Source: an optimization exercise on an open RTL-to-GDS flow (aim: small area, a short achievable clock period and few clock cycles). Production flows keep margins and buffers that such runs may drop. Function was checked by simulation only, so behaviour that the tests miss may differ from the original. The clock port is modelled as an ideal driver; clocking choices that lean on that would not hold on a real chip. Power and IR drop assume default switching activity.

== build 72 ==
// xlr8_float_div
module xlr8_float_div
  (input  logic        clk,
   input  logic        rstn,
   input  logic [5:0]  adr,
   input  logic [7:0]  dbus_in,
   output logic [7:0]  dbus_out,
   input  logic        iore,
   input  logic        iowe,
   output logic        out_en,
   input  logic [31:0] opa,    
   input  logic [31:0] opb     
   );
make LEC_CHECK=0 ABC_AREA=1 CAP_MARGIN=20 CORE_MARGIN=2 CORE_UTILIZATION=40 SETUP_SLACK_MARGIN=2.0 SLEW_MARGIN=20 finish   # period 5.0 ns
run.sh (not shown) runs the stock make flow with config.mk's settings and CLKGATE_MAP_FILE= SYNTH_SCRIPT=/design/flow/synth_recipe.tcl, a recipe that flattens the netlist after the stock synthesis.
Build 72: flow completed, timing, DRC and antenna clean
Testbench counts of build 72, summed over its fixed seeds: cycles 73,192.
## Diff of input files: build 30 against build 72
- an added CTS_CLUSTER_SIZE of 30
- a deleted ABC_AREA that had been 1
- an added CTS_BUF_LIST of sky130_fd_sc_hd__clkbuf_4 sky130_fd_sc_hd__clkbuf_8
==> flow/flow/run.sh (new file) <==
#!/bin/bash
set -euo pipefail
bash standard.sh synth > synth.log 2>&1
bash standard.sh MATCH_CELL_FOOTPRINT=0 \
  "BUFFER_PORTS_ARGS=-buffer_cell sky130_fd_sc_hd__buf_1" \
  "CTS_ARGS=-sink_clustering_enable -repair_clock_nets -sink_clustering_size 30 -buf_list {sky130_fd_sc_hd__clkbuf_4 sky130_fd_sc_hd__clkbuf_8} -dont_use_dummy_load" \
  finish > layout.log 2>&1
test -s out/final.def
==> flow/standard.sh (new file) <==
#!/bin/bash
# synth_recipe.tcl (not shown) runs the flow's synth.tcl, then flattens the netlist and writes it again
# the make line also repeats each setting of config.mk as NAME=value (left out here)
make -C /OpenROAD-flow-scripts/flow DESIGN_CONFIG=/design/flow/config.mk WORK_HOME=/design/flow/orfs CLKGATE_MAP_FILE= SYNTH_SCRIPT=/design/flow/synth_recipe.tcl "${@:-finish}"
removed: flow/run.sh
[summary]
Build 30 vs. build 72: layout overhead on the synthesized area went down by 5.8 points. Re clock share of power: build 72 and build 30 aren't equal, and the lower value belongs to build 30. Build 30 against build 72: setup slack fell 0.11 ns; xor/xnor cell area share of the yosys netlist grew by 5.1 points; first-pass GRT wire length moved down; utilization went down by 2.2 points. Taking build 72 as the reference, in build 30 total power -8.5%, routed length on met3 now smaller, final wirelength went down 2.8 mm, actual transition at the worst max-transition pin has increased, final net count went down.
## Diff of input files: build 21 against build 30
==> flow/run.sh (new file) <==
#!/bin/bash
# synth_recipe.tcl (not shown) runs the flow's synth.tcl, then flattens the netlist and writes it again
# the make line also repeats each setting of config.mk as NAME=value (left out here)
make -C /OpenROAD-flow-scripts/flow DESIGN_CONFIG=/design/flow/config.mk WORK_HOME=/design/flow/orfs CLKGATE_MAP_FILE= SYNTH_SCRIPT=/design/flow/synth_recipe.tcl finish
removed: flow/flow/run.sh
removed: flow/standard.sh
Findings:
- Build 21 was carried through to the last stage, and its layout satisfied the timing, design-rule and antenna checks.
- Of build 21 and build 30, the higher wire length on met1 belongs to build 30.
- Taking build 30 as the reference, in build 21 wire length of the first global-routing pass rose about 9%; total stage count of the critical path went down 1.
- Buffering overhead | build 21 above build 30
- Between build 30 and build 21, count of buffering cells on the critical path with inverters included decreased.
- In build 21 the met3 demand-to-capacity share in global routing turned out 0.53 points higher than in build 30.
- Of build 21 and build 30, the lower power of the clock network belongs to build 30.
- What build 21 reported for combinational cell power has to be multiplied by 0.948 to get the figure for build 30.

* * *

Another version of the RTL of xlr8_float_div (not shown whole).
Size: about 1,600 cells after synthesis, roughly 170 flip-flops, about 91 I/O pins.
==> flow/config.mk <==
export PLATFORM = sky130hd
export DESIGN_NAME = xlr8_float_div
export DESIGN_NICKNAME = xlr8_float_div
export VERILOG_FILES = /design/flow/design.v
export SDC_FILE = /design/flow/constraint.sdc
export NUM_CORES = 4
export LEC_CHECK = 0
export CAP_MARGIN = 20
export CORE_MARGIN = 2
export CORE_UTILIZATION = 40
export SETUP_SLACK_MARGIN = 1.9
export SLEW_MARGIN = 20
==> flow/constraint.sdc <==
create_clock -name core_clock -period 5.0 [get_ports {clk}]
set_input_delay 1.0000 -clock core_clock [delete_from_list [all_inputs] [get_ports {clk}]]
set_output_delay 1.0000 -clock core_clock [all_outputs]
set_load 0.01 [all_outputs]
Stock flow here: none of the scripts above is used.
The starting point passed the timing, design-rule and antenna checks.
Testbench counts at the start, summed over its fixed seeds: cycles 35,992.
Edit:
==> flow/flow/run.sh (new file) <==
#!/bin/bash
set -euo pipefail
bash standard.sh synth > synth.log 2>&1
bash standard.sh MATCH_CELL_FOOTPRINT=0 \
  "BUFFER_PORTS_ARGS=-buffer_cell sky130_fd_sc_hd__buf_1" \
  "CTS_ARGS=-sink_clustering_enable -repair_clock_nets -sink_clustering_size 30 -buf_list {sky130_fd_sc_hd__clkbuf_4 sky130_fd_sc_hd__clkbuf_8} -dont_use_dummy_load" \
  finish > layout.log 2>&1
test -s out/final.def
==> flow/standard.sh (new file) <==
#!/bin/bash
# synth_recipe.tcl (not shown) runs the flow's synth.tcl, then flattens the netlist and writes it again
# the make line also repeats each setting of config.mk as NAME=value (left out here)
make -C /OpenROAD-flow-scripts/flow DESIGN_CONFIG=/design/flow/config.mk WORK_HOME=/design/flow/orfs CLKGATE_MAP_FILE= SYNTH_SCRIPT=/design/flow/synth_recipe.tcl "${@:-finish}"
Settings changed: CTS_BUF_LIST from default to sky130_fd_sc_hd__clkbuf_4 sky130_fd_sc_hd__clkbuf_8, CTS_CLUSTER_SIZE from default to 30, SETUP_SLACK_MARGIN 1.9 to 2.0, SYNTH_HIERARCHICAL from default to 1, SYNTH_MINIMUM_KEEP_SIZE from default to 0.
removed: flow/run.sh
Result: The changed run completed without violations; die area falls by 2.6%; design area falls by 7.0%; first-iteration DRC count falls by 12%; count of clock-buffer cells in the layout falls by 3.

## afterwards: timing with drivers on the ports
The results above use ideal ports. As a check the final layouts listed here were re-extracted and re-timed, cells and wires unchanged.
Step 1, drivers: a clkbuf_16 drives clk and a buf_2 each remaining input, both assumed.
Step 2 times the ports against the registers' clock, not the clock port: input delays grow and output delays shrink by t, the midpoint of the rising clock arrivals with the driver on.
Slacks: ideal ports / drivers / drivers and shift; pairs: ideal ports / drivers.
run	shift t [ns]	setup WS [ns]	hold slack, ns	cell pins on the clock port's net
build 72	0.399	2.033 / 1.979 / 1.754	0.484 / 0.484 / 0.484	1
build 30	0.396	1.926 / 1.864 / 1.695	0.513 / 0.513 / 0.513	1
build 21	0.406	1.999 / 1.925 / 1.640	0.520 / 0.520 / 0.520	1
the first run of note 2	0.493	1.888 / 1.913 / 1.420	0.467 / 0.467 / 0.467	1
the second run of note 2	0.508	1.805 / 1.805 / 1.536	0.489 / 0.489 / 0.489	1
After both steps setup and hold are still met in every run listed. For the first run of note 2, which loses most, drivers alone change the setup slack by +0.025 ns; drivers and shift together by -0.468 ns.
